Source: an optimization exercise on an open RTL-to-GDS flow (aim: small area, a short achievable clock period and few clock cycles). Production flows keep margins and buffers that such runs may drop.
In this exercise RTL edits were held to simulation tests only and were not proved equivalent to the original.
Power is estimated from default activity; no workload was simulated.

==> flow/design.v (excerpt) <==
module MISP(
    input           clk,
    input           reset,
    output [31:0]   imem_addr,
    input  [31:0]   imem_data,
    output [31:0]   dmem_addr,
    output [31:0]   dmem_wdata,
    output          dmem_we,
    output          dmem_re,
    input  [31:0]   dmem_rdata
);
    reg  [9:0]  pc;
    reg  [31:0] f_ins;       
    reg         f_v;         
    wire        stall;       
    wire        e_taken;
    reg  [31:0] e_aux;
    wire        f_j    = (imem_data[31:26] == 6'b000010);
    wire [9:0]  pc_seq = pc + 10'd1;
    wire [9:0]  pc_br  = pc + e_aux[9:0];
    wire [9:0]  pc_nxt = e_taken ? pc_br : stall ? pc : f_j ? imem_data[9:0] : pc_seq;
    wire [31:0] ins = f_ins;
    wire [5:0]  op  = ins[31:26];
    wire [5:0]  fn  = ins[5:0];
    wire [4:0]  rs  = ins[25:21];
    wire [4:0]  rt  = ins[20:16];
    wire [4:0]  rd  = ins[15:11];
    wire [15:0] imm = ins[15:0];
    wire        is_j = (op == 6'b000010);
    wire is_r   = (op == 6'b000000);
    wire is_ia  = (op[5:3] == 3'b001);
    wire is_lw  = (op == 6'b100011);
    wire is_sw  = (op == 6'b101011);
    wire is_beq = (op == 6'b000100);
    wire is_bne = (op == 6'b000101);
    wire is_lui = (op == 6'b001111);
    wire is_csh = is_r & (fn[5:2] == 4'b0000);       
    wire [4:0] d_wa  = is_r ? rd : rt;
    wire       d_wen = (is_r | is_ia | is_lw) & (d_wa != 5'd0);
    wire       d_sub    = is_r ? (fn[5] & fn[1] & ~fn[2]) : is_ia & (op[2:1] == 2'b01);
    wire       d_radd   = is_r ? (fn[5:2] == 4'b1000) : (is_lw | is_sw | is_lui | (is_ia & (op[2:1] == 2'b00)));
    wire       d_rlogic = is_r ? (fn[5:2] == 4'b1001) : is_ia & (op[2:1] != 2'b01) & (op[2] & ~(op[1] & op[0]));
    wire [1:0] d_lop    = is_r ? fn[1:0] : op[1:0];
    wire       d_rslt   = is_r ? (fn == 6'b101010) : is_ia & (op[2:0] == 3'b010);
    wire       d_rsltu  = is_r ? (fn == 6'b101011) : is_ia & (op[2:0] == 3'b011);
    wire       d_rshift = is_r & ~fn[5];
    wire       uses_rt  = is_r | is_sw | is_beq | is_bne;
    wire       use_imm  = ~(is_r | is_beq | is_bne);
  ...
Size: ~4400 cells after synthesis, about 1200 flip-flops, roughly 160 I/O pins.
export LEC_CHECK = 0
export CAP_MARGIN = 20
export CORE_MARGIN = 2
export CORE_UTILIZATION = 40
export PLACE_DENSITY = 0.5
export SETUP_SLACK_MARGIN = 3.8
export SLEW_MARGIN = 20
export SYNTH_HIERARCHICAL = 1
create_clock -name core_clock -period 7.0 [get_ports {clk}]
run.sh (not shown) runs the stock make flow with config.mk's settings and CLKGATE_MAP_FILE= SYNTH_SCRIPT=/design/flow/synth_recipe.tcl, a recipe that flattens the netlist after the stock synthesis.
The first run finished clean.
Testbench counts at the start, summed over its fixed seeds: cycles 410,726.
Rerun with:
Settings changed: CORE_UTILIZATION 40 to 55, PLACE_DENSITY 0.5 to 0.62, SETUP_SLACK_MARGIN 3.8 to 4.0.
First-iteration DRC count climbs by a quarter to a third.
Power fell by a few percent.
Setup slack gets worse by 0.12 ns.
Rerun with:
Settings changed: CORE_UTILIZATION 55 to 40, PLACE_DENSITY 0.62 to 0.5, SETUP_SLACK_MARGIN 4.0 to 4.5.
What happened:
- area after synthesis does not change
- clock-buffer cell count rises by 37
- utilization went down by 15 points
- routed wire length climbs by 16%
- critical path depth decreases by 1
- register-to-register slack improved by 0.14 ns
- final area rose by 8.2%
- sequential cell count does not change
- setup slack gets better by 0.14 ns
- die area rises by 37%
Rerun with:
Settings changed: SETUP_SLACK_MARGIN 4.5 to 3.5.
The changed run completed with no timing, DRC or antenna violations. Via count came out lower by 5.6%. Wire length drops by 10%. Utilization fell by 4.9 points. Sequential cell count does not change. Hold slack is worse by 0.0079 ns. Cell area drops by 9.4%. Power came out lower by 3.9%. Cell count came out lower by 4.8%. Non-clock buffer count decreases by 316.
Rerun with:
Settings changed: SETUP_SLACK_MARGIN 3.5 to 4.0.
The new run completed without violations.
Die area is unchanged.
Combinational power climbs by 19%.
Worst setup slack gets better by 0.26 ns.
Cell area came out higher by about 6.5%.
Worst hold slack is about the same.
Rerun with:
Settings changed: CORE_UTILIZATION 40 to 48, PLACE_DENSITY 0.5 to 0.55.
Via count stays flat.
Maximum frequency went down by a few percent.
Power went down slightly.
Final area went down by a few percent.
Cell count went down by a few percent.

port drivers added, routing unchanged:
The flow's constraints put no driver on any port. The routed layouts listed below were extracted and timed again, unchanged, in two steps. Step 1 (the two cells are an assumption about what drives the block):
set clk [get_ports {clk}]
set_driving_cell -lib_cell sky130_fd_sc_hd__clkbuf_16 $clk
set_driving_cell -lib_cell sky130_fd_sc_hd__buf_2 [delete_from_list [all_inputs] $clk]
Step 2 also shifts input and output timing later by t, the mid clock arrival at the registers, as if the neighbouring blocks saw the same clock. Three values: ideal ports, drivers, drivers and shift; two values: the first two.
run | shift t [ns] | slack for setup (ns) | hold slack, ns | cell pins on the clock port's net
the first run | 0.863 | 3.669 / 3.669 / 3.308 | 0.325 / 0.325 / 0.325 | 1
the second run | 0.808 | 3.546 / 3.546 / 3.481 | 0.325 / 0.325 / 0.325 | 1
the third run | 0.849 | 3.686 / 3.686 / 3.565 | 0.334 / 0.334 / 0.334 | 1
the fourth run | 0.847 | 3.436 / 3.436 / 3.328 | 0.326 / 0.326 / 0.326 | 1
the fifth run | 0.861 | 3.693 / 3.693 / 3.297 | 0.328 / 0.328 / 0.328 | 1
the sixth run | 0.836 | 3.614 / 3.614 / 3.435 | 0.316 / 0.316 / 0.316 | 1
After both steps every run listed still meets setup and hold. The setup slack of the fifth run, which loses most, moves by 0.000 ns with the drivers and by -0.396 ns with both steps.
